This is an optimization exercise on Yosys and OpenROAD, whose aim is small area, a short achievable clock period and few clock cycles per item, not a production implementation. The RTL was checked by simulation tests, not by an equivalence proof against the original design.

Setup of branch garnet:
// givens8_cordic
module givens8_cordic
(
	input						clk,
	input						rst_n,
	input						start,
	input		[2:0]			index,
	input		[383:0]		data_in,
	output	[383:0]		data_out,
	output					done
);
	localparam [3:0] K_LAST = 4'd4;	 
	reg		[383:0]		r;			 
	reg		[7:0]			ysn;		 
	reg		[2:0]			idx [0:3];	 
	reg						done_r;
	reg		[3:0]			ka  [0:3];	 
	reg		[3:0]			busy;		 
	reg		[3:0]			pre;		 
	reg		[3:0]			rot;		 
	reg		[3:0]			scl;		 
	assign done = done_r;
	assign data_out = r;
	genvar i;
	wire [7:0] ymsb = ~ysn;
	wire [383:0] lane;
	generate for (i = 0; i < 8; i = i + 1) begin : g_lane
		wire [2:0] pi = idx[i/2];
		wire sgn = ymsb[pi];
		wire [3:0] kya = ka[i/2];
		wire signed [23:0] xv = r[24*i +: 24];
		wire signed [23:0] yv = r[192 + 24*i +: 24];
		wire [23:0] ax = pre[i/2] ? 24'd0 : xv;
		wire [23:0] ay = pre[i/2] ? 24'd0 : yv;
		wire [23:0] ysh = yv >>> kya;
		wire [23:0] xsh = xv >>> kya;
		add24 u_ax (.a(ax), .b(ysh ^ {24{sgn}}),  .ci(sgn),  .s(lane[24*i +: 24]));
		add24 u_ay (.a(ay), .b(xsh ^ {24{~sgn}}), .ci(~sgn), .s(lane[192 + 24*i +: 24]));
	end endgenerate
	wire [383:0] ring;
	generate for (i = 0; i < 4; i = i + 1) begin : g_ring
		wire [23:0] e0 = r[24*(2*i)       +: 24];
		wire [23:0] e1 = r[192 + 24*(2*i) +: 24];
		wire [23:0] e2 = r[24*(2*i+1)     +: 24];
  ...
Size in the first run: roughly 8,300 cells after synthesis, ~620 flip-flops, ~78,000 um2 of cells after synthesis.
==> flow/config.mk <==
export PLATFORM = sky130hd
export DESIGN_NAME = givens8_cordic
export DESIGN_NICKNAME = givens8_cordic
export VERILOG_FILES = /design/flow/design.v
export SDC_FILE = /design/flow/constraint.sdc
export NUM_CORES = 4
export LEC_CHECK = 0
export CAP_MARGIN = 20
export CORE_MARGIN = 2
export CORE_UTILIZATION = 45
export CTS_BUF_LIST = sky130_fd_sc_hd__clkbuf_8 sky130_fd_sc_hd__clkbuf_16
export CTS_CLUSTER_DIAMETER = 100
export CTS_CLUSTER_SIZE = 20
export SLEW_MARGIN = 65
==> flow/constraint.sdc <==
create_clock -name core_clock -period 20.0 [get_ports {clk}]
set_input_delay 4.0000 -clock core_clock [delete_from_list [all_inputs] [get_ports {clk}]]
set_output_delay 4.0000 -clock core_clock [all_outputs]
set_load 0.01 [all_outputs]
standard.sh (not shown) runs the stock make flow with config.mk's settings and CLKGATE_MAP_FILE= SYNTH_SCRIPT=/design/flow/synth_recipe.tcl, a recipe that flattens the netlist after the stock synthesis.
==> flow/flow/run.sh <==
#!/bin/bash
# Standard synthesis (standard.sh synth, unchanged) and the standard ORFS
# layout, with changes only to the cells the layout steps may insert:
# - port buffers are buf_2 (buffer_ports -buffer_cell) instead of the
#   default delay buffer;
# - each layout step marks the delay buffers clkdlybuf4s* don't-use, so the
#   resizer's buffers are ordinary buffers.
set -euo pipefail
bash standard.sh synth > synth.log 2>&1
export BUFFER_PORTS_ARGS="-buffer_cell sky130_fd_sc_hd__buf_2"
H="$PWD/flow/dont_use.tcl"
for step in FLOORPLAN GLOBAL_PLACE RESIZE DETAIL_PLACE REPAIR_TIMING_POST_PLACE CTS GLOBAL_ROUTE DETAIL_ROUTE; do
  export PRE_${step}_TCL="$H"
done
bash standard.sh finish > layout.log 2>&1
==> flow/flow/dont_use.tcl <==
# Sourced at the start of each layout step: keep the resizer from picking the
# slow delay buffers (clkdlybuf4s*) for the buffers it inserts.
set_dont_use [get_lib_cells sky130_fd_sc_hd__clkdlybuf4s*]
branch garnet | status: complete | timing, DRC, antenna: pass
Testbench counts of branch garnet, summed over its fixed seeds: cycles 73,608, items 3,200.
diff inputs: branch garnet => branch raven
- CORE_UTILIZATION changed from 45 to 40
## What came out
Start point of the critical path = r[378]: branch raven; start point of the critical path = r[377]: branch garnet. Comparing branch garnet with branch raven, the area taken by multi-input logic gates came out essentially unchanged. Clock-buffer cell count went down by a few percent going from branch garnet to branch raven. Delta (branch raven minus branch garnet): sequential cell count about even; worst reg2reg path depth higher; via count of the first global-routing pass saw an increase; vias after detailed routing held steady. branch raven: cell count is 238 higher than what branch garnet reported.

==> separate check: timing with driven ports <==
The flow's constraints put no driver on any port. The routed layouts listed below were extracted and timed again, unchanged, in two steps. Step 1 (the two cells are an assumption about what drives the block):
set clk [get_ports {clk}]
set_driving_cell -lib_cell sky130_fd_sc_hd__clkbuf_16 $clk
set_driving_cell -lib_cell sky130_fd_sc_hd__buf_2 [delete_from_list [all_inputs] $clk]
Step 2 adds t to the input delays and takes it off the output delays; t is the mean of the earliest and latest rising clock arrival at the registers after step 1. Input paths then give back, and output paths get back, about the clock's delay inside the block. Slacks: ideal ports / drivers / drivers and shift; pairs: ideal ports / drivers.
run | t (ns) | slack for setup (ns) | latest minus earliest clock arrival (ns) | slew at the worst register clock pin (ns)
branch garnet | 0.794 | 14.132 / 14.058 / 14.135 | 0.059 / 0.060 | 0.10 / 0.10
branch raven | 0.776 | 14.043 / 13.967 / 14.004 | 0.046 / 0.047 | 0.10 / 0.10
After both steps setup and hold are still met in every run listed. The setup slack of branch raven, which loses most, moves by -0.076 ns with the drivers and by -0.039 ns with both steps.
